What follows belongs to an exercise in optimizing a design on an open flow for a short achievable clock period and few clock cycles; a production flow would make more cautious choices.
No run shown here included a check of the RTL's function; only the layout flow was run.
No activity file was given, so power comes from the tool's default toggle rates.

$ cat flow/run.sh
#!/bin/bash
set -euo pipefail
bash standard.sh SETUP_SLACK_MARGIN=8.5 TNS_END_PERCENT=100 finish > standard_flow.log 2>&1
$ cat standard.sh
#!/bin/bash
# synth_recipe.tcl (not shown) runs the flow's synth.tcl, then flattens the netlist and writes it again
# the make line also repeats each setting of config.mk as NAME=value (left out here)
make -C /OpenROAD-flow-scripts/flow DESIGN_CONFIG=/design/flow/config.mk WORK_HOME=/design/flow/orfs CLKGATE_MAP_FILE= SYNTH_SCRIPT=/design/flow/synth_recipe.tcl "${@:-finish}"
$ cat config.mk
export PLATFORM = sky130hd
export DESIGN_NAME = rv32i_core
export DESIGN_NICKNAME = rv32i_core
export VERILOG_FILES = /design/flow/design.v
export SDC_FILE = /design/flow/constraint.sdc
export NUM_CORES = 8
export LEC_CHECK = 0
export ABC_CLOCK_PERIOD_IN_PS = 3500
export CAP_MARGIN = 30
export CORE_MARGIN = 2
export CORE_UTILIZATION = 40
export GPL_TIMING_DRIVEN = 1
export SLEW_MARGIN = 20
$ cat constraint.sdc
create_clock -name core_clock -period 12.0 [get_ports {Clk}]
set_input_delay 2.4000 -clock core_clock [delete_from_list [all_inputs] [get_ports {Clk}]]
set_output_delay 2.4000 -clock core_clock [all_outputs]
set_load 0.01 [all_outputs]
$ cat design.v
module rv32i_core (
    input  logic Rst,
    input  logic Clk,
    output logic [31:0] imem_addr,
    input  logic [31:0] imem_rdata,
    output logic        dmem_re,
    output logic        dmem_we,
    output logic [1:0]  dmem_size,
    output logic [31:0] dmem_addr,
    output logic [31:0] dmem_wdata,
    input  logic [31:0] dmem_rdata,
    output logic        retire_valid,
    output logic [31:0] retire_pc,
    output logic        retire_we,
    output logic [4:0]  retire_rd,
    output logic [31:0] retire_wdata
);
    localparam int BI   = 4;             
    localparam int BN   = 1 << BI;       
    localparam int TH   = 15;            
    localparam int TW   = TH - BI - 1;
    localparam int GH   = 15;            
    logic        stall, redirect;
    logic [31:0] pc_f, pc_fn, ia_f;
    logic        v_d;
    logic [31:0] ir_d, pc_d;
    logic        pt_d;
    logic [GH:2] ptgt_d;
    logic        v_e;
    logic [31:0] pc_e, pc4_e, tgt_e;
    logic [GH:2] ptgt_e;
    logic        pt_e;
    logic [31:0] a_e, b_e, sd_e;
    logic        fa_e, fb_e, fs_e;
    logic        sub_e, sra_e;
    logic        s_add_e, s_sll_e, s_slt_e, s_sltu_e, s_xor_e, s_srx_e, s_or_e, s_and_e, s_link_e;
    logic        is_br_e, is_jalr_e, is_ld_e, is_st_e, is_ctl_e, we_e;
    logic        c_eq_e, c_lt_e, c_ltu_e, c_inv_e;
    logic        force_tk_e, m_nt_e;
    logic [4:0]  rd_e;
    logic [2:0]  f3_e;
    logic        v_m, re_m, st_m, we_m, is_ld_m, upd_m, tk_m, rdr_m;
    logic [31:0] pc_m, res_m, addr_m, sd_m, tgt_m, rpt_m, rpn_m;
    logic [4:0]  rd_m;
    logic [2:0]  f3_m;
    logic [1:0]  sz_m;
    logic        wv_w;
    logic [4:0]  wrd_w;
    logic [31:0] res_w;
    logic        ret_v, ret_we;
    logic [31:0] ret_pc, ret_wd;
    logic [4:0]  ret_rd;
    logic [BN-1:0] btb_v;
    logic [TW-1:0] btb_tag [BN];
    logic [GH:2]   btb_tgt [BN];
    logic [1:0]    btb_ctr [BN];
    logic [BI-1:0] fidx;
    logic          f_hit;
    logic [GH:2]   f_tgt;
    logic [31:0]   pc_f4, pc_next;
    assign fidx  = pc_f[BI+1:2];
    assign f_hit = btb_v[fidx] && (btb_tag[fidx] == pc_f[TH:BI+2]) && btb_ctr[fidx][1];
    assign f_tgt = btb_tgt[fidx];
    assign pc_f4 = pc_f + 32'd4;
    always_comb begin
        if (rdr_m)      pc_next = tk_m ? rpt_m : rpn_m;
        else if (stall) pc_next = pc_f;
        else if (f_hit) pc_next = {pc_f[31:GH+1], f_tgt, 2'b00};
        else            pc_next = pc_f4;
    end
    always_ff @(posedge Clk or posedge Rst) begin
        if (Rst) ia_f <= 32'd0;
        else     ia_f <= pc_next;
    end
    always_ff @(posedge Clk or posedge Rst) begin
        if (Rst) pc_fn <= 32'hFFFF_FFFF;
        else     pc_fn <= ~pc_next;
    end
    assign pc_f      = ~pc_fn;
    assign imem_addr = ia_f;
    always_ff @(posedge Clk or posedge Rst) begin
        if (Rst) v_d <= 1'b0;
        else     v_d <= !rdr_m && (stall ? v_d : 1'b1);
    end
    always_ff @(posedge Clk) begin
        if (!stall) begin
            ir_d   <= imem_rdata;
            pc_d   <= pc_f;
            pt_d   <= f_hit;
            ptgt_d <= f_tgt;
        end
    end
    logic [4:0] op;
    logic [4:0] rd, rs1, rs2;
    logic [2:0] f3;
    logic       i30;
    assign op  = ir_d[6:2];
    assign rd  = ir_d[11:7];
    assign f3  = ir_d[14:12];
    assign rs1 = ir_d[19:15];
    assign rs2 = ir_d[24:20];
    assign i30 = ir_d[30];
    logic is_lui, is_auipc, is_jal, is_jalr, is_br, is_ld, is_st, is_alui, is_alur;
    assign is_lui   = (op == 5'b01101);
    assign is_auipc = (op == 5'b00101);
    assign is_jal   = (op == 5'b11011);
    assign is_jalr  = (op == 5'b11001);
    assign is_br    = (op == 5'b11000);
    assign is_ld    = (op == 5'b00000);
    assign is_st    = (op == 5'b01000);
    assign is_alui  = (op == 5'b00100);
    assign is_alur  = (op == 5'b01100);
    logic writes, use1, use2, use_imm;
    assign writes  = (is_lui | is_auipc | is_jal | is_jalr | is_ld | is_alui | is_alur) && (rd != 5'd0);
    assign use1    = is_jalr | is_br | is_ld | is_st | is_alui | is_alur;
    assign use2    = is_br | is_st | is_alur;
    assign use_imm = ~(is_br | is_alur);
    logic [31:0] immI, immS, immB, immU, immJ, imm;
    assign immI = {{20{ir_d[31]}}, ir_d[31:20]};
    assign immS = {{20{ir_d[31]}}, ir_d[31:25], ir_d[11:7]};
    assign immB = {{19{ir_d[31]}}, ir_d[31], ir_d[7], ir_d[30:25], ir_d[11:8], 1'b0};
    assign immU = {ir_d[31:12], 12'b0};
    assign immJ = {{11{ir_d[31]}}, ir_d[31], ir_d[19:12], ir_d[20], ir_d[30:21], 1'b0};
    always_comb begin
        if (is_st)                    imm = immS;
        else if (is_lui | is_auipc)   imm = immU;
        else                          imm = immI;
    end
    logic [31:0] rf [32];
    logic [31:0] rv;
    logic [31:0] rf1, rf2, r1, r2;
    assign rf1 = rv[rs1] ? rf[rs1] : 32'd0;
    assign rf2 = rv[rs2] ? rf[rs2] : 32'd0;
    always_ff @(posedge Clk) begin
        if (wv_w) rf[wrd_w] <= res_w;
    end
    always_ff @(posedge Clk or posedge Rst) begin
        if (Rst)       rv <= 32'd0;
        else if (wv_w) rv[wrd_w] <= 1'b1;
    end
    logic [31:0] ld, mv;
    assign mv = is_ld_m ? ld : res_m;
    logic h1e, h1m, h1w, h2e, h2m, h2w;
    assign h1e = v_e && we_e && (rd_e == rs1);
    assign h1m = v_m && we_m && (rd_m == rs1);
    assign h1w = wv_w && (wrd_w == rs1);
    assign h2e = v_e && we_e && (rd_e == rs2);
    assign h2m = v_m && we_m && (rd_m == rs2);
    assign h2w = wv_w && (wrd_w == rs2);
    assign r1 = h1m ? mv : h1w ? res_w : rf1;
    assign r2 = h2m ? mv : h2w ? res_w : rf2;
    assign stall = v_d && v_e && is_ld_e && ((use1 && h1e) || (use2 && h2e));
    logic [31:0] tgt_d;
    assign tgt_d  = pc_d + (is_jal ? immJ : immB);
    always_ff @(posedge Clk or posedge Rst) begin
        if (Rst) v_e <= 1'b0;
        else     v_e <= v_d && !stall && !rdr_m;
    end
    always_ff @(posedge Clk) begin
        pc_e   <= pc_d;
        pc4_e  <= pc_d + 32'd4;
        tgt_e  <= tgt_d;
        rd_e   <= rd;
        f3_e   <= f3;
        we_e   <= writes;
        is_br_e   <= is_br;
        is_jalr_e <= is_jalr;
        is_ld_e   <= is_ld;
        is_st_e   <= is_st;
        is_ctl_e  <= is_br | is_jal;
        a_e  <= (use1 && h1e) ? 32'd0 : is_auipc ? pc_d : is_lui ? 32'd0 : r1;
        fa_e <= use1 && h1e;
        b_e  <= use_imm ? imm : h2e ? 32'd0 : r2;
        fb_e <= !use_imm && h2e;
        sd_e <= h2e ? 32'd0 : r2;
        fs_e <= is_st && h2e;
        sub_e    <= (is_alur && f3 == 3'b000 && i30);
        sra_e    <= i30;
        s_add_e  <= !(is_alui | is_alur | is_jal | is_jalr) || ((is_alui | is_alur) && f3 == 3'b000);
        s_sll_e  <= (is_alui | is_alur) && f3 == 3'b001;
        s_slt_e  <= (is_alui | is_alur) && f3 == 3'b010;
        s_sltu_e <= (is_alui | is_alur) && f3 == 3'b011;
        s_xor_e  <= (is_alui | is_alur) && f3 == 3'b100;
        s_srx_e  <= (is_alui | is_alur) && f3 == 3'b101;
        s_or_e   <= (is_alui | is_alur) && f3 == 3'b110;
        s_and_e  <= (is_alui | is_alur) && f3 == 3'b111;
        s_link_e <= is_jal | is_jalr;
        c_eq_e  <= (f3[2] == 1'b0);
        c_lt_e  <= (f3[2:1] == 2'b10);
        c_ltu_e <= (f3[2:1] == 2'b11);
        c_inv_e <= f3[0];
        force_tk_e <= is_jal | is_jalr;
        m_nt_e     <= pt_d;
        pt_e       <= pt_d && !is_jalr;
        ptgt_e     <= ptgt_d;
    end
    logic [31:0] a, b, sd;
    assign a  = ({32{fa_e}} & res_m) | a_e;
    assign b  = ({32{fb_e}} & res_m) | b_e;
    assign sd = ({32{fs_e}} & res_m) | sd_e;
    logic [32:0] sum33;
    logic [31:0] sum;
    assign sum33 = {a, 1'b1} + {b ^ {32{sub_e}}, sub_e};
    assign sum   = sum33[32:1];
    logic eq, lt, ltu;
    assign eq  = (a == b);
    assign lt  = ($signed(a) < $signed(b));
    assign ltu = (a < b);
    logic [31:0] sll, srx;
    logic [32:0] sr33;
    assign sll  = a << b[4:0];
    assign sr33 = $signed({sra_e & a[31], a}) >>> b[4:0];
    assign srx  = sr33[31:0];
    logic [31:0] alu;
    assign alu = ({32{s_add_e}}  & sum)
               | ({32{s_sll_e}}  & sll)
               | ({32{s_slt_e}}  & {31'd0, lt})
               | ({32{s_sltu_e}} & {31'd0, ltu})
               | ({32{s_xor_e}}  & (a ^ b))
               | ({32{s_srx_e}}  & srx)
               | ({32{s_or_e}}   & (a | b))
               | ({32{s_and_e}}  & (a & b))
               | ({32{s_link_e}} & pc4_e);
    logic taken;
    assign taken = is_br_e ? (((c_eq_e & eq) | (c_lt_e & lt) | (c_ltu_e & ltu)) ^ c_inv_e) : force_tk_e;
    logic ve, tgt_ok, red_t, red_n;
    assign ve       = v_e && !rdr_m;
    assign tgt_ok   = pt_e && (tgt_e == {pc_e[31:GH+1], ptgt_e, 2'b00});
    assign red_t    = ve && !tgt_ok;
    assign red_n    = ve && m_nt_e;
    assign redirect = taken ? red_t : red_n;
    always_ff @(posedge Clk or posedge Rst) begin
        if (Rst) begin
            rdr_m <= 1'b0;
            v_m   <= 1'b0;
            re_m  <= 1'b0;
            st_m  <= 1'b0;
        end else begin
            rdr_m <= redirect;
            v_m   <= ve;
            re_m  <= ve && is_ld_e;
            st_m  <= ve && is_st_e;
        end
    end
    always_ff @(posedge Clk) begin
        rpt_m   <= is_jalr_e ? sum : tgt_e;
        rpn_m   <= pc4_e;
        pc_m    <= pc_e;
        we_m    <= we_e;
        rd_m    <= rd_e;
        f3_m    <= f3_e;
        is_ld_m <= is_ld_e;
        res_m   <= alu;
        addr_m  <= sum;
        sd_m    <= sd;
        tgt_m   <= tgt_e;
        upd_m   <= ve && is_ctl_e;
        tk_m    <= taken;
    end
    always_ff @(posedge Clk) begin
        if (ve && (is_ld_e || is_st_e)) sz_m <= f3_e[1:0];
    end
    assign dmem_re    = re_m;
    assign dmem_we    = st_m;
    assign dmem_size  = sz_m;
    assign dmem_addr  = addr_m;
    assign dmem_wdata = sd_m;
    always_comb begin
        ld[7:0] = dmem_rdata[7:0];
        if (f3_m[1:0] == 2'b00) ld[15:8] = {8{dmem_rdata[7] & ~f3_m[2]}};
        else                    ld[15:8] = dmem_rdata[15:8];
        if (f3_m[1])            ld[31:16] = dmem_rdata[31:16];
        else if (f3_m[0])       ld[31:16] = {16{dmem_rdata[15] & ~f3_m[2]}};
        else                    ld[31:16] = {16{dmem_rdata[7] & ~f3_m[2]}};
    end
    logic [BI-1:0] midx;
    logic          m_hit;
    assign midx  = pc_m[BI+1:2];
    assign m_hit = btb_v[midx] && (btb_tag[midx] == pc_m[TH:BI+2]);
    always_ff @(posedge Clk or posedge Rst) begin
        if (Rst)                   btb_v <= '0;
        else if (upd_m && tk_m)    btb_v[midx] <= 1'b1;
    end
    always_ff @(posedge Clk) begin
        if (upd_m) begin
            if (m_hit) begin
                if (tk_m) begin
                    if (btb_ctr[midx] != 2'b11) btb_ctr[midx] <= btb_ctr[midx] + 2'b01;
                    btb_tgt[midx] <= tgt_m[GH:2];
                end else begin
                    if (btb_ctr[midx] != 2'b00) btb_ctr[midx] <= btb_ctr[midx] - 2'b01;
                end
            end else if (tk_m) begin
                btb_tag[midx] <= pc_m[TH:BI+2];
                btb_tgt[midx] <= tgt_m[GH:2];
                btb_ctr[midx] <= 2'b10;
            end
        end
    end
    always_ff @(posedge Clk or posedge Rst) begin
        if (Rst) wv_w <= 1'b0;
        else     wv_w <= v_m && we_m;
    end
    always_ff @(posedge Clk) begin
        wrd_w <= rd_m;
        res_w <= mv;
    end
    always_ff @(posedge Clk or posedge Rst) begin
        if (Rst) ret_v <= 1'b0;
        else     ret_v <= v_m;
    end
    always_ff @(posedge Clk) begin
        if (v_m) begin
            ret_pc <= pc_m;
            ret_we <= we_m;
            ret_rd <= rd_m;
            ret_wd <= mv;
        end
    end
    assign retire_valid = ret_v;
    assign retire_pc    = ret_pc;
    assign retire_we    = ret_we;
    assign retire_rd    = ret_rd;
    assign retire_wdata = ret_wd;
endmodule
==> results of run 1 <==
-- sequential cells by signal, summed over array words and instances (netlist names), 31 cells and up, named ones only --
register / count
a_e: 32
addr_m: 32
b_e: 32
btb_ctr: 32
btb_tag: 160
btb_tgt: 224
ia_f: 32
pc4_e: 31
pc_d: 32
pc_fn: 32
res_m: 32
res_w: 32
ret_pc: 32
ret_wd: 32
rf: 1024
rpn_m: 32
rpt_m: 32
rv: 32
sd_e: 32
sd_m: 32
tgt_e: 32
-- worst min path at each step --
stage / start / end / slack (ps) / cells after the start
after floorplan: f3_e[2]$_DFF_P_ / f3_m[2]$_DFF_P_ / 310 / 0
after global placement: pc_e[3]$_DFF_P_ / pc_m[3]$_DFF_P_ / 310 / 0
after detailed placement: pc_e[2]$_DFF_P_ / pc_m[2]$_DFF_P_ / 310 / 0
after CTS: ptgt_d[13]$_DFFE_PN_ / ptgt_e[13]$_DFF_P_ / 310 / 0
after global routing: pc_e[3]$_DFF_P_ / pc_m[3]$_DFF_P_ / 330 / 0
final: pc_e[3]$_DFF_P_ / pc_m[3]$_DFF_P_ / 310 / 0
-- area by class of cell --
| type | instances | area (µm²) | share of cell area (%) |
|---|---|---|---|
| clock buffer | 299 | 6290 | 5.19 |
| clock inverter | 137 | 1670 | 1.38 |
| tap | 3330 | 4170 | 3.44 |
| timing repair buffer | 681 | 7270 | 6.00 |
| timing repair inverter | 1 | 5.00 | 0.00413 |
| inverter | 184 | 726 | 0.599 |
| sequential | 2208 | 61000 | 50.3 |
| antenna | 7 | 17.5 | 0.0145 |
| multi-input combinational | 3487 | 40000 | 33.0 |
-- where the power goes --
part           internal [W]  switching, W
combinational       0.00280       0.00355
sequential          0.00985       0.00141
clock               0.00434       0.00313
-- repair_timing --
action | in CTS | in global routing
hold endpoints to repair | 0 | 0
gates resized for setup | 1280 | 319
endpoints found under the setup margin | 741 | 398
pin swaps | 71 | 129
buffers inserted | 120 | 95
cloned | 33 | 7
-- cells in the final DEF, fill, tap and decap left out, types with 92 or more instances in the layout --
cell and n:
a21o_1 108, a21oi_1 169, buf_2 92, buf_4 290
buf_6 117, clkbuf_16 238, dfxtp_1 407, edfxtp_1 1589
ha_1 137, inv_1 163, mux2i_1 127, mux4_2 833
nand2_1 314, nor2_1 249, o21ai_0 209, xnor2_1 135
-- cell families after synthesis --
| kind of cell | share of synthesized area (%) |
|---|---|
| mux | 21.3 |
| buf+inv | 2.34 |
| xor+xnor | 1.93 |
| compound gates | 7.00 |
| flops | 61.0 |
| fa+ha+maj | 2.13 |
| simple gates | 4.37 |
-- through the flow --
stage	area, µm²	setup WS (ps)	total power [W]	util [%]
floorplan	100000	8160	0.0139	-
finish	121000	7870	0.0251	48.8
CTS	118000	7850	0.0247	47.7
global placement	106000	6610	0.0165	42.9
detailed placement	107000	6610	0.0166	43.0
global route	121000	7890	0.0258	48.8
-- per-layer routing --
layer	track usage [%]	vias to the layer above
met1	35.6	33300
met3	4.74	799
met4	14.2	4
li1	-	26000
met5	0	-
met2	42.5	3511
==> impl_results.md, run 1 <==
* Outcome: finished clean
* Violation count after the first detailed-routing iteration at between 8000 and 9000
* Portion of synthesized cell area occupied by the leading cell type at between 40% and 50%
* Core footprint at around 250000 µm²
* Estimated wirelength of the detail-placed design at 214 mm
* TritonCTS buffer count at between 200 and 250
* Maximum number of pins on one net before global-route repair at ~70
* Critical path start-end classification: register to output pin
* Sum of negative setup slack at 0 ps
* IR Drop Worst-Case VDD at approximately 0.00016 V
* Buffers added on ports at ~230
* Dominant register cell in the synthesized netlist: edfxtp_1
* Average size of a mapped cell at around 16 µm²
* Cts hold-fix bufs at 0
* Cell area after synthesis at ~100000 µm²
* Area Overhead vs Synth at 21.5%
* YS warnings at 1
* Top cell type by total area after synthesis: edfxtp_1
* Async set or reset register ratio after synthesis at under 10%
* Critical path startpoint category: register
* Leak Pwr at 42.4 nW
* Wire length after detailed routing at between 300 and 400 mm
* CP Max Fanout at 1
* Number of global-route vias before repair at between 60000 and 70000
* Worst Path Arrival at ~1700 ps
* Number of placed instances with taps included at around 9600
* Setup crit end: retire_wdata[28]
* Most common library cells after synthesis: edfxtp_1 (1589), mux4_2 (833), dfxtp_1 (499)
* Most instantiated library cell after synthesis: edfxtp_1
* Total number of clock tree sinks at around 2200
* Post-Route Skew at 91.3 ps
* Delay of the slowest critical-path stage at approximately 600 ps
* Pin slew with the least headroom to its limit at slightly above 1000 ps
* Overall routing resource usage at 26.9%
* Maximum clock insertion buffer count at 3
* Register-to-Register Path Depth at 14
* Die Outline Area at 253000 µm²
* Drc violations at 0
* Met2 Routed Length at around 160 mm
* Fin crit share at 34.4%
* Latest clock arrival within the worst-skew pair at 930 ps
* Min-Delay Path Class: register to register
* Depth of the critical timing path with buffers and inverters included at 1
* GRT Residual Overflow at 0
* Maximum clock rate at 242 MHz
* Main area contributors after synthesis: edfxtp_1 (48%), mux4_2 (19%), dfxtp_1 (10%)
* P per Cell Area at 207 nW/µm²
* Average wire per standard cell at 33.7 µm
* Final ANT Viol Nets at 0
* Post-synth cell types at between 80 and 90
* Net count, final at about 7000
* Global-route wire length before repair at about 480 mm
* Startpoint of the lowest-slack register-to-register path: pc_fn[2]$_DFF_PP1_
* Capturing point of the worst reg2reg path: ia_f[11]$_DFF_PP0_
* Post-synthesis cell count at 6281
* Routed metal-1 wirelength at roughly 130 mm
* Worst setup path startpoint: ret_wd[28]$_DFFE_PP_
* Number of standard-cell rows in the floorplan at between 150 and 200
* Portion of the post-synthesis area used by sequential elements at 61.0%
* Chain of cells forming the critical path: buf_2
* Family with the most delay on the worst path: flip-flops
* Internal reg-to-reg setup slack at between 8000 and 9000 ps
* Final cell count without fillers at 10300
* Highest routed metal layer: met5
* Number of endpoints failing setup at the final stage at 0
* RD Place Congestion at 0.984
* Ratio of cells with drive above 1 in the final layout at 35.6%
* Fin crit period at ~4100 ps
* Max-slew violation count at 0
* Worst slack on hold paths at around 310 ps
* Antenna violations before repair at 13
* Post-DR vias/cell at about 6
* Type of destination of the critical path: output pin
* Number of buffers and inverters on the critical path at 1
* Clk root buf: clkbuf_16
* Fin. Hold Viols at 0
* Data required time of the critical path at approximately 9600 ps
* Met3 wire len at 30.3 mm
* Clk slew on worst S/H paths at roughly 60 ps
* TritonCTS clock tree: yes
* Number of enable-type register cells in the synthesized netlist at 1589
* Width of the chip at 503 µm
* H-Tree Depth at 4
* Register bit total from synthesis at ~2200
* Worst slew slack as a fraction of its limit at about a third
* Max_cap viols at 0
* Effective utilization at floorplan at 40.1%
* 1st-pass router iterations at 6
* Io pins at between 200 and 250
* Filler cell count at ~21000
* Setup repair after global routing missed its margin: true
* Die outline height at between 500 and 600 µm
* Post-Synthesis Net Count at 6516
* Cell with the largest stage delay on the worst path: edfxtp_1
* Vias at between 60000 and 70000
==> run 2, diff against run 1 <==
--- a/design.v
+++ b/design.v
@@ -23,3 +23,4 @@
     logic        stall, redirect;
-    logic [31:0] pc_f, pc_fn, ia_f;
+    logic [31:0] pc_f, pcx_f, ia_f;
+    logic        first;
     logic        v_d;
@@ -44,7 +45,4 @@
     logic [4:0]  rd_m;
-    logic [2:0]  f3_m;
+    logic        lb_m, lh_m, ls_m;
     logic [1:0]  sz_m;
-    logic        wv_w;
-    logic [4:0]  wrd_w;
-    logic [31:0] res_w;
     logic        ret_v, ret_we;
@@ -75,6 +73,9 @@
     always_ff @(posedge Clk or posedge Rst) begin
-        if (Rst) pc_fn <= 32'hFFFF_FFFF;
-        else     pc_fn <= ~pc_next;
+        if (Rst) first <= 1'b1;
+        else     first <= 1'b0;
     end
-    assign pc_f      = ~pc_fn;
+    always_ff @(posedge Clk) begin
+        pcx_f <= pc_next;
+    end
+    assign pc_f      = first ? 32'd0 : pcx_f;
     assign imem_addr = ia_f;
@@ -133,20 +134,18 @@
     assign rf2 = rv[rs2] ? rf[rs2] : 32'd0;
+    logic [31:0] ld, mv;
+    assign mv = is_ld_m ? ld : res_m;
     always_ff @(posedge Clk) begin
-        if (wv_w) rf[wrd_w] <= res_w;
+        if (v_m && we_m) rf[rd_m] <= mv;
     end
     always_ff @(posedge Clk or posedge Rst) begin
-        if (Rst)       rv <= 32'd0;
-        else if (wv_w) rv[wrd_w] <= 1'b1;
+        if (Rst)              rv <= 32'd0;
+        else if (v_m && we_m) rv[rd_m] <= 1'b1;
     end
-    logic [31:0] ld, mv;
-    assign mv = is_ld_m ? ld : res_m;
-    logic h1e, h1m, h1w, h2e, h2m, h2w;
+    logic h1e, h1m, h2e, h2m;
     assign h1e = v_e && we_e && (rd_e == rs1);
     assign h1m = v_m && we_m && (rd_m == rs1);
-    assign h1w = wv_w && (wrd_w == rs1);
     assign h2e = v_e && we_e && (rd_e == rs2);
     assign h2m = v_m && we_m && (rd_m == rs2);
-    assign h2w = wv_w && (wrd_w == rs2);
-    assign r1 = h1m ? mv : h1w ? res_w : rf1;
-    assign r2 = h2m ? mv : h2w ? res_w : rf2;
+    assign r1 = h1m ? mv : rf1;
+    assign r2 = h2m ? mv : rf2;
     assign stall = v_d && v_e && is_ld_e && ((use1 && h1e) || (use2 && h2e));
@@ -250,3 +249,6 @@
         rd_m    <= rd_e;
-        f3_m    <= f3_e;
+        lb_m    <= (f3_e[1:0] == 2'b00);
+        lh_m    <= (f3_e[1:0] == 2'b01);
+        ls_m    <= !f3_e[2];
+        sz_m    <= f3_e[1:0];
         is_ld_m <= is_ld_e;
@@ -259,5 +261,2 @@
     end
-    always_ff @(posedge Clk) begin
-        if (ve && (is_ld_e || is_st_e)) sz_m <= f3_e[1:0];
-    end
     assign dmem_re    = re_m;
@@ -269,7 +268,7 @@
         ld[7:0] = dmem_rdata[7:0];
-        if (f3_m[1:0] == 2'b00) ld[15:8] = {8{dmem_rdata[7] & ~f3_m[2]}};
-        else                    ld[15:8] = dmem_rdata[15:8];
-        if (f3_m[1])            ld[31:16] = dmem_rdata[31:16];
-        else if (f3_m[0])       ld[31:16] = {16{dmem_rdata[15] & ~f3_m[2]}};
-        else                    ld[31:16] = {16{dmem_rdata[7] & ~f3_m[2]}};
+        if (lb_m)      ld[15:8] = {8{dmem_rdata[7] & ls_m}};
+        else           ld[15:8] = dmem_rdata[15:8];
+        if (lb_m)      ld[31:16] = {16{dmem_rdata[7] & ls_m}};
+        else if (lh_m) ld[31:16] = {16{dmem_rdata[15] & ls_m}};
+        else           ld[31:16] = dmem_rdata[31:16];
     end
@@ -300,10 +299,2 @@
     always_ff @(posedge Clk or posedge Rst) begin
-        if (Rst) wv_w <= 1'b0;
-        else     wv_w <= v_m && we_m;
-    end
-    always_ff @(posedge Clk) begin
-        wrd_w <= rd_m;
-        res_w <= mv;
-    end
-    always_ff @(posedge Clk or posedge Rst) begin
         if (Rst) ret_v <= 1'b0;
@@ -312,8 +303,6 @@
     always_ff @(posedge Clk) begin
-        if (v_m) begin
-            ret_pc <= pc_m;
-            ret_we <= we_m;
-            ret_rd <= rd_m;
-            ret_wd <= mv;
-        end
+        ret_pc <= pc_m;
+        ret_we <= we_m;
+        ret_rd <= rd_m;
+        ret_wd <= mv;
     end
==> run 2 against run 1 <==
Against the previous run: global-route usage is 0.85 points higher; die area decreased by 1.4%; clock skew rose by 11 ps; via count increased by 3.3%; sequential cell count decreased by 37; sequential power fell by 16%; utilization up 0.48 points; total power fell by 16%; clock power decreased by 4.7%; fmax is 6.0% higher; largest cell class unchanged.
==> impl_results.md, run 2 <==
* Outcome: finished clean
* Synthesized-area fraction occupied by and/or/nand/nor cells at 5.75% (+1.4 points)
* Most instantiated library cell after synthesis: edfxtp_1
* Critical path startpoint category: register
* Drc violations at 0 (unchanged)
* Post-synthesis adder-cell area fraction at 2.16% (+0.031 points)
* CP Max Fanout at 1 (unchanged)
* Average size of a mapped cell at 15.2 µm² (-4.2%)
* Worst Hold Path EP: pc_m[3]$_DFF_P_
* H-Tree Depth at 4 (unchanged)
* YS warnings at 1 (unchanged)
* Width of the chip at 500 µm (-0.72%)
* Portion of synthesized cell area occupied by the leading cell type at 46.4% (-1.5 points)
* Top cell type by total area after synthesis: edfxtp_1
* Io pins at 237 (unchanged)
* Maximum clock rate at 257 MHz (+6.0%)
* Family with the most delay on the worst path: flip-flops
* Overall power at 0.0210 W (-16%)
* Maximum clock insertion buffer count at 3 (unchanged)
* Die Outline Area at 250000 µm² (-1.4%)
* Pin slew with the least headroom to its limit at 1130 ps (+100 ps)
* Violation count after the first detailed-routing iteration at 9087 (+11%)
* Post-synthesis cell count at 6462 (+2.9%)
* Register share of total power at 45.1% (+0.2 points)
* Antenna violations before repair at 35 (+22)
* Top reg by flops: rf
* Die outline height at 500 µm (-0.72%)
* Worst slack on hold paths at 327 ps (+19.4 ps)
* Internal reg-to-reg setup slack at 8280 ps (+90 ps)
* Maximum number of pins on one net before global-route repair at 65 (-5.8%)
* Most frequent standard cell in the layout excluding fill and tap cells: edfxtp_1
* Routed metal-1 wirelength at 137 mm (+2.7%)
* Buffers added on ports at 234 (unchanged)
* Min-Delay Path Class: register to register
* Highest routed metal layer: met5
* Number of endpoints failing setup at the final stage at 0 (unchanged)
* Net count, final at 7247 (+3.1%)
* Met2 Routed Length at 167 mm (+2.4%)
* 1st-pass router iterations at 6 (unchanged)
* Overall routing resource usage at 27.8% (+0.85 points)
* Delay of the slowest critical-path stage at 430 ps (-170 ps)
* Fin crit share at 32.4% (-1.9 points)
* Area Overhead vs Synth at 22.2%
* Worst Path Arrival at 1490 ps (-240 ps)
* Filler cell count at 20300 (-2.0%)
* Max-slew violation count at 0 (unchanged)
* Register bit total from synthesis at 2171 (-1.7%)
* Vias at 65700 (+3.3%)
* Post-DR vias/cell at 6.30 (+2.4%)
* Clk root buf: clkbuf_16
* Share of synthesized area spent on multiplexers at 20.3% (-0.97 points)
* Number of enable-type register cells in the synthesized netlist at 1517 (-4.5%)
* Xor/xnor share of the synthesized area at 1.85% (-0.079 points)
* Max FFs per register at 1024 (unchanged)
* Wire length after detailed routing at 361 mm (+3.6%)
* Type of destination of the critical path: output pin
* Met3 wire len at 37.7 mm (+25%)
* Commonest cells after routing, fill and taps aside: edfxtp_1 (1517), mux4_2 (737), dfxtp_1 (444), buf_4 (322), nand2_1 (311)
* Estimated wirelength of the detail-placed design at 212 mm (-0.91%)
* TritonCTS clock tree: yes
* Ratio of cells with drive above 1 in the final layout at 35.7% (+0.079 points)
* IR Drop Worst-Case VDD at 0.000166 V (+1.4%)
* Dominant register cell in the synthesized netlist: edfxtp_1
* Number of global-route vias before repair at 63200 (+0.99%)
* Registers with the most flip-flops: rf (1024), btb_tgt (224), btb_tag (160)
* Fin. Hold Viols at 0 (unchanged)
* Largest family of logic cells by synthesized area: multiplexers
* Capturing point of the worst reg2reg path: rpt_m[30]$_DFF_P_
* Fin crit period at 3890 ps (-233 ps)
* Number of buffers and inverters on the critical path at 1 (unchanged)
* Startpoint of the lowest-slack register-to-register path: fb_e$_DFF_P_
* Chain of cells forming the critical path: buf_2
* Final ANT Viol Nets at 0 (unchanged)
* Most common library cells after synthesis: edfxtp_1 (1517), mux4_2 (737), dfxtp_1 (566)
* Share of the synthesized area in compound gates (AO/OA/AOI/OAI) at 7.48% (+0.48 points)
* P per Cell Area at 175 nW/µm² (-15%)
* Cell area after synthesis at 98200 µm² (-1.4%)
* Number of standard-cell rows in the floorplan at 181 (-1.1%)
* Sum of negative setup slack at 0 ps (unchanged)
* Max_cap viols at 0 (unchanged)
* Cell with the largest stage delay on the worst path: dfrtp_1
* GRT Residual Overflow at 0 (unchanged)
* Effective utilization at floorplan at 40.3% (+0.16 points)
* Latest clock arrival within the worst-skew pair at 910 ps (-20 ps)
* Cts hold-fix bufs at 0 (unchanged)
* Post-Synthesis Net Count at 6697 (+2.8%)
* Worst setup path startpoint: ia_f[8]$_DFF_PP0_
* Main area contributors after synthesis: edfxtp_1 (46%), mux4_2 (17%), dfxtp_1 (12%)
* Part of the power in the clock network at 33.8% (+4.0 points)
* Startpoint of the worst hold path: pc_e[3]$_DFF_P_
* Post-Route Skew at 102 ps (+10.6 ps)
* Critical path start-end classification: register to output pin
* Register-to-Register Path Depth at 15 (+1)
* Post-synth cell types at 98 (+20%)
* Comb pwr share at 21.0% (-4.3 points)
* Clk slew on worst S/H paths at 60 ps (about the same)
* Setup repair after global routing missed its margin: true
* Core footprint at 244000 µm² (-1.8%)
* Power Internal at 0.0147 W (-14%)
* TritonCTS buffer count at 222 (-2.6%)
* Leak Pwr at 42.8 nW (+0.77%)
* Worst hold path cell count at 0 (unchanged)
* Portion of the post-synthesis area used by sequential elements at 60.2% (-0.80 points)
* RD Place Congestion at 0.959 (-2.6%)
* Average wire per standard cell at 34.6 µm (+2.6%)
* Worst slew slack as a fraction of its limit at 24.7% (-6.7 points)
* Data required time of the critical path at 9600 ps (about the same)
* Share of total power consumed by net switching at 30.3% (-2.0 points)
* Global-route wire length before repair at 490 mm (+2.1%)
* Total number of clock tree sinks at 2171 (-1.7%)
* Total net switching power at 0.00637 W (-21%)
* Async set or reset register ratio after synthesis at 4.05% (-1.4 points)
run 2: worst max-delay path by stage:
| stage | endpoint | slack [ps] | cells past startpoint |
|---|---|---|---|
| after floorplan | b_e[16]$_DFF_P_ | 8320 | 7 |
| after global placement | ia_f[8]$_DFF_PP0_ | 6730 | 11 |
| after detailed placement | b_e[12]$_DFF_P_ | 6700 | 7 |
| after CTS | imem_addr[8] | 8070 | 1 |
| after global routing | imem_addr[8] | 8090 | 1 |
| final | imem_addr[8] | 8110 | 1 |
run 2: layout make-up:
type                    count  area [µm²]  share of cell area, %
clock buffers             285        6140                   5.11
well taps                3202        4010                   3.34
repair buffers            730        7780                   6.48
inverters                 123         492                  0.410
clock inverters           141        1470                   1.23
multi-input cells        3764       40800                   34.0
flip-flops and latches   2171       59300                   49.4
diodes                     11        27.5                 0.0229
run 2: routing by layer:
metal | vias up | GRT usage (%)
met2 | 3910 | 43.7
li1 | 26800 | -
met4 | 8 | 11.9
met1 | 34200 | 37.0
met3 | 761 | 6.20
met5 | - | 0
run 2: repair_timing:
action / CTS / global route
gates cloned: 53 / 25
resized for setup: 1296 / 399
setup endpoints to repair: 1643 / 591
pin swaps: 125 / 151
setup buffers: 171 / 106
run 2: cell families (layout without fill, tap and decap cells):
family	after synthesis	after routing
compound gates	1082	1107
xor+xnor	208	208
fa+ha+maj	169	169
buf+inv	562	1279
flops	2171	2171
mux	1058	1059
other cells	1	12
simple gates	1211	1220
run 2: metrics by stage:
step           cells  worst slack (ps)  instance area (µm²)  utilization [%]
3_3_place_gp    9616              6730               105000             43.0
5_1_grt        10400              8090               120000             49.2
4_1_cts        10300              8070               117000             48.0
3_5_place_dp    9630              6700               105000             43.1
2_1_floorplan   6462              8320                98700                -
6_report       10400              8110               120000             49.3
run 2: power groups by stage:
stage | Combinational (W) | Clock, W | Sequential (W)
floorplan | 0.00214 | 0 | 0.00926
global placement | 0.00354 | 0 | 0.00950
detailed placement | 0.00361 | 0 | 0.00951
CTS | 0.00410 | 0.00719 | 0.00943
global route | 0.00461 | 0.00749 | 0.00951
finish | 0.00443 | 0.00712 | 0.00950
==> run 3, diff against run 2 <==
==> flow/run.sh (replaced) <==
#!/bin/bash
set -euo pipefail
bash standard.sh SETUP_SLACK_MARGIN=8.2 TNS_END_PERCENT=100 finish > standard_flow.log 2>&1
==> run 3 against run 2 <==
Against the previous run: register-to-register slack worse by 170 ps; die area unchanged; total power shrank 2.5%; sequential cell count is the same; worst setup slack got worse by 11 ps; design area fell by 3.5%; combinational power decreased by about 10%; clock skew fell by 8.4 ps; synthesized cell count stayed put; cell count down 1.8%; hold slack lost 12 ps; highest routed layer unchanged.
==> impl_results.md, run 3 <==
* Outcome: finished clean
* Min-Delay Path Class: register to register
* Overall routing resource usage at 26.6% (-1.1 points)
* Io pins at 237 (unchanged)
* Sum of negative setup slack at 0 ps (unchanged)
* Data required time of the critical path at 9600 ps (about the same)
* Estimated wirelength of the detail-placed design at 214 mm (+1.1%)
* Most frequent standard cell in the layout excluding fill and tap cells: edfxtp_1
* Latest clock arrival within the worst-skew pair at 900 ps (about the same)
* Portion of synthesized cell area occupied by the leading cell type at 46.4% (unchanged)
* Most instantiated library cell after synthesis: edfxtp_1
* Filler cell count at 20800 (+2.4%)
* Fin. Hold Viols at 0 (unchanged)
* Maximum number of pins on one net before global-route repair at 84 (+29%)
* Number of placed instances with taps included at 9640 (+0.10%)
* Max-slew violation count at 0 (unchanged)
* Effective utilization at floorplan at 40.3% (unchanged)
* Clk root buf: clkbuf_16
* Worst slew slack as a fraction of its limit at 17.7% (-7.1 points)
* Worst Path Arrival at 1500 ps (about the same)
* Main area contributors after synthesis: edfxtp_1 (46%), mux4_2 (17%), dfxtp_1 (12%)
* Width of the chip at 500 µm (unchanged)
* Top reg by flops: rf
* Fin crit period at 3900 ps (+11.3 ps)
* Die Outline Area at 250000 µm² (unchanged)
* Final ANT Viol Nets at 0 (unchanged)
* Cell area after synthesis at 98200 µm² (unchanged)
* Most common library cells after synthesis: edfxtp_1 (1517), mux4_2 (737), dfxtp_1 (566)
* Post-DR vias/cell at 6.24 (-0.95%)
* Fin crit share at 32.5% (+0.095 points)
* Drc violations at 0 (unchanged)
* Post-Route Skew at 93.5 ps (-8.35 ps)
* Pre-CTS setup slack at 6260 ps (-441 ps)
* Pin slew with the least headroom to its limit at 1230 ps (+97.2 ps)
* Cts hold-fix bufs at 0 (unchanged)
* Net count, final at 7060 (-2.6%)
* GRT Residual Overflow at 0 (unchanged)
* Async set or reset register ratio after synthesis at 4.05% (unchanged)
* Number of global-route vias before repair at 61700 (-2.4%)
* Number of buffers and inverters on the critical path at 1 (unchanged)
* Critical path start-end classification: register to output pin
* Global-route wire length before repair at 473 mm (-3.3%)
* Top cell type by total area after synthesis: edfxtp_1
* Commonest cells after routing, fill and taps aside: edfxtp_1 (1517), mux4_2 (737), dfxtp_1 (485), nor2_1 (342), nand2_1 (324)
* Die outline height at 500 µm (unchanged)
* Total number of clock tree sinks at 2171 (unchanged)
* TritonCTS buffer count at 224 (+0.90%)
* CP Max Fanout at 1 (unchanged)
* Final cell count without fillers at 10200 (-1.8%)
* H-Tree Depth at 4 (unchanged)
* Family with the most delay on the worst path: flip-flops
* Dominant register cell in the synthesized netlist: edfxtp_1
* Portion of the post-synthesis area used by sequential elements at 60.2% (unchanged)
* Number of enable-type register cells in the synthesized netlist at 1517 (unchanged)
* Critical path startpoint category: register
* Area Overhead vs Synth at 17.9%
* Register bit total from synthesis at 2171 (unchanged)
* YS warnings at 1 (unchanged)
* Vias at 63900 (-2.8%)
* Number of endpoints failing setup at the final stage at 0 (unchanged)
* Setup repair after global routing missed its margin: true
* Post-synth cell types at 98 (unchanged)
* Max FFs per register at 1024 (unchanged)
* Post-synthesis cell count at 6462 (unchanged)
* Type of destination of the critical path: output pin
* Antenna violations before repair at 32 (-8.6%)
* Chain of cells forming the critical path: buf_6
* Core footprint at 244000 µm² (unchanged)
* Setup slack of the critical path after layout at 8100 ps (-11.3 ps)
* Area of all placed cells without fillers at 116000 µm² (-3.5%)
* Post-detailed-placement cell area at 105000 µm² (-0.24%)
* Clk slew on worst S/H paths at 60 ps (about the same)
* Delay of the slowest critical-path stage at 490 ps (+60 ps)
* 1st-pass router iterations at 7 (+1)
* P per Cell Area at 177 nW/µm² (+1.0%)
* Registers with the most flip-flops: rf (1024), btb_tgt (224), btb_tag (160)
* IR Drop Worst-Case VDD at 0.000129 V (-22%)
* Wire length after detailed routing at 347 mm (-3.9%)
* RD Place Congestion at 0.999 (+4.1%)
* Cell with the largest stage delay on the worst path: dfrtp_2
* Post-Synthesis Net Count at 6697 (unchanged)
* Average wire per standard cell at 33.9 µm (-2.2%)
* Buffers added on ports at 234 (unchanged)
* Max_cap viols at 0 (unchanged)
* Maximum clock insertion buffer count at 3 (unchanged)
* Leak Pwr at 41.1 nW (-3.9%)
* Number of standard-cell rows in the floorplan at 181 (unchanged)
* Average size of a mapped cell at 15.2 µm² (unchanged)
* TritonCTS clock tree: yes
* Maximum clock rate at 256 MHz (-0.29%)
* Overall power at 0.0205 W (-2.5%)
* Ratio of cells with drive above 1 in the final layout at 29.5% (-6.2 points)
* Violation count after the first detailed-routing iteration at 8230 (-9.4%)
==> run 3: worst paths after layout <==
check | start | to | slack (ps) | cells past startpoint
min in group asynchronous | Rst | ret_v$_DFF_PP0_ | 1890 | 2
setup reg to reg | res_m[28]$_DFF_P_ | rdr_m$_DFF_PP0_ | 8110 | 15
hold reg to reg | pc_e[2]$_DFF_P_ | pc_m[2]$_DFF_P_ | 320 | 0
hold / removal | pc_e[2]$_DFF_P_ | pc_m[2]$_DFF_P_ | 320 | 0
max in group asynchronous | Rst | ia_f[19]$_DFF_PP0_ | 9120 | 3
setup / recovery | re_m$_DFF_PP0_ | dmem_re | 8100 | 1
==> run 3: timing repair <==
action | 4_1_cts | 5_1_grt
buffers inserted | 52 | 63
gates cloned | 21 | 16
setup endpoints to repair | 1465 | 279
gates resized for setup | 1071 | 157
pin swaps | 27 | 47
==> run 3: power by group <==
group | internal [W] | switching, W
sequential | 0.00890 | 0.000564
clock | 0.00404 | 0.00303
combinational | 0.00150 | 0.00249
total | 0.0144 | 0.00608
==> run 3: area by class of cell <==
class | count | area [µm²] | share of cell area (%)
flip-flops and latches | 2171 | 59300 | 51.2
multi-input cells | 3749 | 38900 | 33.6
clock buffers | 339 | 6570 | 5.68
repair buffers | 556 | 5540 | 4.79
well taps | 3202 | 4010 | 3.46
clock inverters | 85 | 1000 | 0.864
inverters | 123 | 487 | 0.420
diodes | 11 | 27.5 | 0.0238
==> run 3: logic make-up (layout without fill, tap and decap cells) <==
group / after synthesis / after routing / synth area share [%]
AO/OA/AOI/OAI: 1082 / 1098 / 7.48
XOR/XNOR: 208 / 208 / 1.85
adder cells (fa/ha/maj): 169 / 169 / 2.16
buffers and inverters: 562 / 1103 / 2.30
flip-flops: 2171 / 2171 / 60.2
multiplexers: 1058 / 1058 / 20.3
other: 1 / 12 / 0.00382
AND/OR/NAND/NOR: 1211 / 1215 / 5.75
==> run 3: through the flow <==
step	util (%)	hold WS (ps)
finish	47.5	315
global route	47.5	329
CTS	46.8	314
detailed placement	43.0	312
global placement	42.9	312
floorplan	-	310
==> run 3: worst register-to-register path, cell delays in order, from the launching register on <==
cell and delay (ps):
dfxtp_1 850, a21oi_2 230, inv_1 190, ha_4 230
nor4_4 350, nand2_2 150, nor4b_4 260, buf_4 190
nand2_1 130, a31oi_1 220, a211oi_2 100, xor2_2 240
a211oi_2 200, nand3b_1 140, buf_4 160, mux2i_1 180
==> run 3: metal layers <==
metal | vias up | track usage (%) | wire length (µm) | share of wire (%)
met5 | - | 0 | 400 | 0.12
met4 | 10 | 13.3 | 19400 | 5.6
met3 | 739 | 5.56 | 33100 | 9.5
met2 | 3468 | 41.8 | 160000 | 46
met1 | 33300 | 35.2 | 134000 | 39
li1 | 26300 | - | - | -
==> run 4, diff against run 3 <==
==> flow/run.sh (replaced) <==
#!/bin/bash
set -euo pipefail
bash standard.sh SETUP_SLACK_MARGIN=8.8 TNS_END_PERCENT=100 finish > standard_flow.log 2>&1
==> run 4 against run 3 <==
Against the previous run: utilization increased by 3.3 points; critical endpoint is now dmem_we; highest routed layer unchanged; cell count increased by 3.8%; count of clock-buffer cells in the layout decreased by 38; still clean; synthesized cell count unchanged; first-iteration DRC count decreased by 0.56%; critical path type unchanged; clock skew increased by 6.8 ps; via count increased by 5.3%; hold slack got worse by 17 ps; fmax decreased by 1.7%.
==> impl_results.md, run 4 <==
* Maximum number of pins on one net before global-route repair at 84 (unchanged)
* Max-slew violation count at 0 (unchanged)
* Post-layout utilization of the core at 50.9% (+3.3 points)
* Wire length after detailed routing at 375 mm (+8.2%)
* Leak Pwr at 44.4 nW (+8.1%)
* Ratio of cells with drive above 1 in the final layout at 39.5% (+10 points)
* Pin slew with the least headroom to its limit at 1020 ps (-204 ps)
* Clk slew on worst S/H paths at 70 ps (about the same)
* Data required time of the critical path at 9600 ps (about the same)
* Final ANT Viol Nets at 0 (unchanged)
* Delay of the slowest critical-path stage at 500 ps (about the same)
* Max_cap viols at 0 (unchanged)
* GRT Residual Overflow at 0 (unchanged)
* Post-DR vias/cell at 6.33 (+1.4%)
* H-Tree Depth at 4 (unchanged)
* Number of buffers and inverters on the critical path at 1 (unchanged)
* TritonCTS clock tree: yes
* Cts hold-fix bufs at 0 (unchanged)
* TritonCTS buffer count at 224 (unchanged)
* Average wire per standard cell at 35.3 µm (+4.2%)
* Io pins at 237 (unchanged)
* Overall routing resource usage at 29.1% (+2.5 points)
* Most common library cells after synthesis: edfxtp_1 (1517), mux4_2 (737), dfxtp_1 (566)
* Fin crit share at 33.1% (+0.57 points)
* Commonest cells after routing, fill and taps aside: edfxtp_1 (1517), mux4_2 (737), buf_4 (422), dfxtp_1 (417), nand2_1 (312)
* Post-synthesis cell count at 6462 (unchanged)
* Net count, final at 7455 (+5.6%)
* Met3 track demand over resource at 6.58% (+1.0 points)
* Portion of the post-synthesis area used by sequential elements at 60.2% (unchanged)
* Area taken by flip-flops and latches at 59400 µm² (+0.11%)
* YS warnings at 1 (unchanged)
* Total number of clock tree sinks at 2171 (unchanged)
* Area Overhead vs Synth at 26.2%
* Top cell type by total area after synthesis: edfxtp_1
* Top reg by flops: rf
* 1st-pass router iterations at 6 (-1)
* Setup repair after global routing missed its margin: true
* Latest clock arrival within the worst-skew pair at 920 ps (+20 ps)
* Min-Delay Path Class: register to register
* CP Max Fanout at 1 (unchanged)
* Effective utilization at floorplan at 40.3% (unchanged)
* Met1 GRT Util at 37.9% (+2.7 points)
* Global-route wire length before repair at 511 mm (+8.0%)
* Outcome: finished clean
* Type of destination of the critical path: output pin
* Core footprint at 244000 µm² (unchanged)
* IR Drop Worst-Case VDD at 0.000165 V (+28%)
* Chain of cells forming the critical path: buf_6
* Maximum clock insertion buffer count at 3 (unchanged)
* Die outline height at 500 µm (unchanged)
* Worst slew slack as a fraction of its limit at 31.8% (+14 points)
* Cell with the largest stage delay on the worst path: dfrtp_2
* Fin. Hold Viols at 0 (unchanged)
* Number of endpoints failing setup at the final stage at 0 (unchanged)
* Critical path start-end classification: register to output pin
* Maximum clock rate at 252 MHz (-1.7%)
* Number of enable-type register cells in the synthesized netlist at 1517 (unchanged)
* Drc violations at 0 (unchanged)
* Area of the multi-input gates at 42100 µm² (+8.2%)
* Vias at 67300 (+5.3%)
* Die Outline Area at 250000 µm² (unchanged)
* Post-Synthesis Net Count at 6697 (unchanged)
* Registers with the most flip-flops: rf (1024), btb_tgt (224), btb_tag (160)
* Most frequent standard cell in the layout excluding fill and tap cells: edfxtp_1
* Width of the chip at 500 µm (unchanged)
* Critical path startpoint category: register
* Antenna violations before repair at 37 (+16%)
* Average size of a mapped cell at 15.2 µm² (unchanged)
* Async set or reset register ratio after synthesis at 4.05% (unchanged)
* Most instantiated library cell after synthesis: edfxtp_1
* Portion of synthesized cell area occupied by the leading cell type at 46.4% (unchanged)
* Family with the most delay on the worst path: flip-flops
* P per Cell Area at 173 nW/µm² (-2.3%)
* Sum of negative setup slack at 0 ps (unchanged)
* Post-synth cell types at 98 (unchanged)
* Register bit total from synthesis at 2171 (unchanged)
* Dominant register cell in the synthesized netlist: edfxtp_1
* Number of standard-cell rows in the floorplan at 181 (unchanged)
* Post-Route Skew at 100 ps (+6.80 ps)
* Max FFs per register at 1024 (unchanged)
* Met2 global-route usage at 45.7% (+3.9 points)
* Main area contributors after synthesis: edfxtp_1 (46%), mux4_2 (17%), dfxtp_1 (12%)
* Worst Path Arrival at 1570 ps (+70 ps)
* Filler cell count at 20000 (-3.5%)
* Busiest metal layer after global routing: met2
* Cell area after synthesis at 98200 µm² (unchanged)
* Buffers added on ports at 234 (unchanged)
* RD Place Congestion at 0.977 (-2.1%)
* Number of global-route vias before repair at 65400 (+5.9%)
* Violation count after the first detailed-routing iteration at 8184 (-0.56%)
* Estimated wirelength of the detail-placed design at 215 mm (+0.69%)
* Clk root buf: clkbuf_16
* Fin crit period at 3970 ps (+68.8 ps)
run 4: layout make-up:
cell class	count	share of cell area (%)
well taps	3202	3.23
flip-flops and latches	2171	47.9
repair inverters	1	0.00707
repair buffers	929	8.50
clock buffers	301	4.95
diodes	8	0.0162
multi-input cells	3770	33.9
clock inverters	125	1.04
inverters	123	0.413
run 4: per-stage QoR:
step | std cells | instance area, µm² | worst slack [ps] | total power (W) | hold slack (ps)
floorplan | 6462 | 99300 | 8360 | 0.0115 | 310
detailed placement | 9617 | 105000 | 6840 | 0.0131 | 312
global placement | 9602 | 105000 | 6830 | 0.0131 | 312
finish | 10600 | 124000 | 8030 | 0.0214 | 298
CTS | 10500 | 121000 | 7990 | 0.0211 | 295
global route | 10600 | 124000 | 8020 | 0.0220 | 315
run 4: final timing paths:
check	startpoint	end	slack (ps)	cells after the start
max	st_m$_DFF_PP0_	dmem_we	8030	1
min	pc4_e[24]$_DFF_P_	rpn_m[24]$_DFF_P_	300	0
max reg2reg	pc_m[2]$_DFF_P_	btb_ctr[0][0]$_DFFE_PP_	8280	12
min reg2reg	pc4_e[24]$_DFF_P_	rpn_m[24]$_DFF_P_	300	0
max in group asynchronous	Rst	ia_f[7]$_DFF_PP0_	9010	3
min in group asynchronous	Rst	rv[17]$_DFFE_PP0P_	1860	2
run 4: repair_timing:
action,in CTS,in global routing
gates resized for setup,1604,364
buffers inserted,339,137
cloned,85,13
endpoints found under the setup margin,2170,739
pin swaps,239,180
run 4: routing by layer:
layer / wire [µm] / vias to the layer above
met5: 106 / -
met4: 23200 / 16
met3: 39100 / 928
met2: 174000 / 4060
met1: 139000 / 35100
li1: - / 27200
run 4: cell families after synthesis:
kind of cell,count (synthesis),share of synthesized area [%]
multiplexers,1058,20.3
buffers and inverters,562,2.30
other,1,0.00382
flip-flops,2171,60.2
AO/OA/AOI/OAI,1082,7.48
AND/OR/NAND/NOR,1211,5.75
XOR/XNOR,208,1.85
adder cells (fa/ha/maj),169,2.16
run 4: power breakdown:
part	switching [W]	leakage, nW	internal (W)
registers	0.000610	19.8	0.00890
logic	0.00285	21.0	0.00205
clock network	0.00310	3.60	0.00393
==> run 5, diff against run 4 <==
==> flow/run.sh (replaced) <==
#!/bin/bash
set -euo pipefail
bash standard.sh SETUP_SLACK_MARGIN=8.5 TNS_END_PERCENT=100 MATCH_CELL_FOOTPRINT=0 finish > standard_flow.log 2>&1
==> run 5 against run 4 <==
Against the previous run: still clean; sequential power decreased by 0.4%; combinational power decreased by 9.4%; global-route usage decreased by 1.3 points; worst setup slack improved by 84 ps; design area decreased by 3.1%; die area unchanged; routed wire length decreased by 3.5%; sequential share of layout area increased by 1.5 points; synthesized cell count unchanged; highest routed layer unchanged.
==> impl_results.md, run 5 <==
* Outcome: finished clean
* Worst hold path cell count at 0 (unchanged)
* Io pins at 237 (unchanged)
* Post-Synthesis Net Count at 6697 (unchanged)
* Ratio of cells with drive above 1 in the final layout at 34.9% (-4.6 points)
* Worst setup path startpoint: ia_f[11]$_DFF_PP0_
* Area Overhead vs Synth at 22.3%
* Delay of the slowest critical-path stage at 430 ps (-70 ps)
* Worst slack on hold paths at 304 ps (+5.63 ps)
* Post-synth cell types at 98 (unchanged)
* Critical path start-end classification: register to output pin
* Average size of a mapped cell at 15.2 µm² (unchanged)
* Filler cell count at 20300 (+1.2%)
* Most frequent standard cell in the layout excluding fill and tap cells: edfxtp_1
* Violation count after the first detailed-routing iteration at 8623 (+5.4%)
* Part of the power in the clock network at 34.8% (+2.0 points)
* Global-route wire length before repair at 491 mm (-3.9%)
* Portion of the post-synthesis area used by sequential elements at 60.2% (unchanged)
* Max FFs per register at 1024 (unchanged)
* Overall power at 0.0213 W (-0.50%)
* Post-Route Skew at 113 ps (+13.1 ps)
* Max-slew violation count at 0 (unchanged)
* GRT Residual Overflow at 0 (unchanged)
* Family with the most delay on the worst path: flip-flops
* Main area contributors after synthesis: edfxtp_1 (46%), mux4_2 (17%), dfxtp_1 (12%)
* Setup repair after global routing missed its margin: true
* Die Outline Area at 250000 µm² (unchanged)
* Total net switching power at 0.00639 W (-2.6%)
* Capturing point of the worst reg2reg path: rdr_m$_DFF_PP0_
* Top cell type by total area after synthesis: edfxtp_1
* Portion of synthesized cell area occupied by the leading cell type at 46.4% (unchanged)
* Data required time of the critical path at 9600 ps (about the same)
* Commonest cells after routing, fill and taps aside: edfxtp_1 (1517), mux4_2 (737), dfxtp_1 (435), nand2_1 (321), nor2_1 (312)
* Maximum clock rate at 257 MHz (+2.2%)
* IR Drop Worst-Case VDD at 0.000188 V (+14%)
* Number of standard-cell rows in the floorplan at 181 (unchanged)
* Buffers added on ports at 234 (unchanged)
* Wire length after detailed routing at 362 mm (-3.5%)
* Share of total power consumed by net switching at 29.9% (-0.64 points)
* Clk slew on worst S/H paths at 70 ps (about the same)
* Fin. Hold Viols at 0 (unchanged)
* Leak Pwr at 42.8 nW (-3.7%)
* Post-DR vias/cell at 6.28 (-0.80%)
* RD Place Congestion at 0.977 (about the same)
* Cts hold-fix bufs at 0 (unchanged)
* Async set or reset register ratio after synthesis at 4.05% (unchanged)
* Number of enable-type register cells in the synthesized netlist at 1517 (unchanged)
* Cell area after synthesis at 98200 µm² (unchanged)
* Fin crit share at 32.4% (-0.70 points)
* Clk root buf: clkbuf_16
* Register share of total power at 44.4% (about the same)
* TritonCTS buffer count at 224 (unchanged)
* Power Internal at 0.0149 W (+0.41%)
* CP Max Fanout at 1 (unchanged)
* Top reg by flops: rf
* YS warnings at 1 (unchanged)
* Number of buffers and inverters on the critical path at 1 (unchanged)
* Comb pwr share at 20.8% (-2.0 points)
* Overall routing resource usage at 27.9% (-1.3 points)
* Vias at 65500 (-2.7%)
* Critical path startpoint category: register
* Internal reg-to-reg setup slack at 8200 ps (-80 ps)
* Post-layout utilization of the core at 49.3% (-1.6 points)
* Average wire per standard cell at 34.7 µm (-1.6%)
* Register bit total from synthesis at 2171 (unchanged)
* Chain of cells forming the critical path: buf_6
* Min-Delay Path Class: register to register
* Estimated wirelength of the detail-placed design at 215 mm (-0.15%)
* Max_cap viols at 0 (unchanged)
* Worst slew slack as a fraction of its limit at 21.4% (-10 points)
* Latest clock arrival within the worst-skew pair at 910 ps (about the same)
* Type of destination of the critical path: output pin
* Cell with the largest stage delay on the worst path: dfrtp_1
* Number of endpoints failing setup at the final stage at 0 (unchanged)
* Most instantiated library cell after synthesis: edfxtp_1
* Effective utilization at floorplan at 40.3% (unchanged)
* Total number of clock tree sinks at 2171 (unchanged)
* Maximum number of pins on one net before global-route repair at 84 (unchanged)
* Width of the chip at 500 µm (unchanged)
* H-Tree Depth at 4 (unchanged)
* Startpoint of the lowest-slack register-to-register path: fb_e$_DFF_P_
* Number of global-route vias before repair at 63800 (-2.5%)
* Registers with the most flip-flops: rf (1024), btb_tgt (224), btb_tag (160)
* Maximum clock insertion buffer count at 3 (unchanged)
* Worst Path Arrival at 1490 ps (-80 ps)
* Pin slew with the least headroom to its limit at 1180 ps (+157 ps)
* Startpoint of the worst hold path: ptgt_d[6]$_DFFE_PN_
* Worst Hold Path EP: ptgt_e[6]$_DFF_P_
* Net count, final at 7251 (-2.7%)
* TritonCTS clock tree: yes
* Register-to-Register Path Depth at 17 (+5)
* Sum of negative setup slack at 0 ps (unchanged)
* P per Cell Area at 178 nW/µm² (+2.7%)
* Die outline height at 500 µm (unchanged)
* Most common library cells after synthesis: edfxtp_1 (1517), mux4_2 (737), dfxtp_1 (566)
* Post-synthesis cell count at 6462 (unchanged)
* 1st-pass router iterations at 6 (unchanged)
* Area of all placed cells without fillers at 120000 µm² (-3.1%)
* Fin crit period at 3890 ps (-83.7 ps)
* Dominant register cell in the synthesized netlist: edfxtp_1
* Antenna violations before repair at 36 (-2.7%)
* Drc violations at 0 (unchanged)
* Core footprint at 244000 µm² (unchanged)
* Final ANT Viol Nets at 0 (unchanged)
* Post-detailed-placement cell area at 105000 µm² (-0.37%)
[run 5: power groups by stage]
stage                     combinational (W)  clock [W]  sequential, W
final                               0.00444    0.00742        0.00947
after global routing                0.00462    0.00777        0.00949
after CTS                           0.00411    0.00748        0.00942
after detailed placement            0.00360          0        0.00950
after global placement              0.00353          0        0.00949
after floorplan                     0.00213          0        0.00926
[run 5: through the flow]
stage / std cells / setup slack [ps]
floorplan: 6462 / 8360
global placement: 9619 / 6560
detailed placement: 9638 / 6490
CTS: 10300 / 8050
global route: 10400 / 8060
finish: 10400 / 8110
[run 5: how the worst max path moves through the flow]
stage | slack (ps) | endpoint | depth (start not counted)
after global routing | 8060 | imem_addr[11] | 1
after global placement | 6560 | ia_f[8]$_DFF_PP0_ | 12
after floorplan | 8360 | b_e[22]$_DFF_P_ | 7
after detailed placement | 6490 | ia_f[8]$_DFF_PP0_ | 12
final | 8110 | imem_addr[11] | 1
after CTS | 8050 | imem_addr[11] | 1
[run 5: cell families (layout without fill, tap and decap cells)]
kind of cell,after synthesis,after routing,share of synthesized area [%]
AOI/OAI and AO/OA,1082,1107,7.48
xor gates and xnor gates,208,208,1.85
adders and majority gates,169,169,2.16
buffers and inverters,562,1285,2.30
DFF,2171,2171,60.2
muxes,1058,1058,20.3
other,1,9,0.00382
and+or+nand+nor,1211,1216,5.75
[run 5: repair_timing]
item	CTS	global route
gates cloned	49	29
resized for setup	1119	411
setup buffers	190	82
setup endpoints to repair	1351	597
pin swaps	127	130
[run 5: final cells by class]
| cell class | count | area, µm² | area share, % |
|---|---|---|---|
| inverters | 123 | 517 | 0.430 |
| well taps | 3202 | 4010 | 3.33 |
| flip-flops and latches | 2171 | 59300 | 49.4 |
| clock buffers | 301 | 6270 | 5.22 |
| clock inverters | 124 | 1650 | 1.37 |
| diodes | 8 | 20.0 | 0.0167 |
| repair inverters | 1 | 5.00 | 0.00417 |
| multi-input cells | 3759 | 40500 | 33.7 |
| repair buffers | 736 | 7800 | 6.49 |
[run 5: metal layers]
layer	GRT usage, %	up-vias	routed length [µm]
met4	13.0	18	19600
met2	44.0	3795	168000
met3	5.81	784	36200
li1	-	26800	-
met5	0	-	194
met1	36.9	34100	138000

==> afterwards: timing with drivers on the ports <==
The results above use ideal ports. As a check the final layouts listed here were re-extracted and re-timed, cells and wires unchanged.
Step 1: set_driving_cell puts a clkbuf_16 on Clk and a buf_2 on each other input, an assumption about the parent block.
Step 2 moves the port delays by t, midway between the first and last clock arrival at a register: inputs arrive t later, outputs are due t later. That takes back most of the time a late clock gives input paths.
Three values: ideal, step 1, step 2; two values: the first two.
| run | t, ns | setup WS [ns] | worst hold slack (ns) | worst data-port slew with drivers (ns) | pins driven straight from the clock port |
|---|---|---|---|---|---|
| run 1 | 0.966 | 7.875 / 7.785 / 7.644 | 0.307 / 0.307 / 0.307 | 0.16 | 1 |
| run 2 | 0.945 | 8.108 / 8.017 / 7.563 | 0.327 / 0.327 / 0.327 | 0.15 | 1 |
| run 3 | 0.939 | 8.096 / 8.010 / 7.278 | 0.315 / 0.315 / 0.315 | 0.18 | 1 |
| run 4 | 0.961 | 8.028 / 7.937 / 7.851 | 0.298 / 0.298 / 0.298 | 0.20 | 1 |
| run 5 | 0.952 | 8.111 / 8.022 / 7.531 | 0.304 / 0.304 / 0.304 | 0.17 | 1 |
After both steps setup and hold are still met in every run listed. For run 3, which loses most, drivers alone change the setup slack by -0.086 ns; drivers and shift together by -0.818 ns.
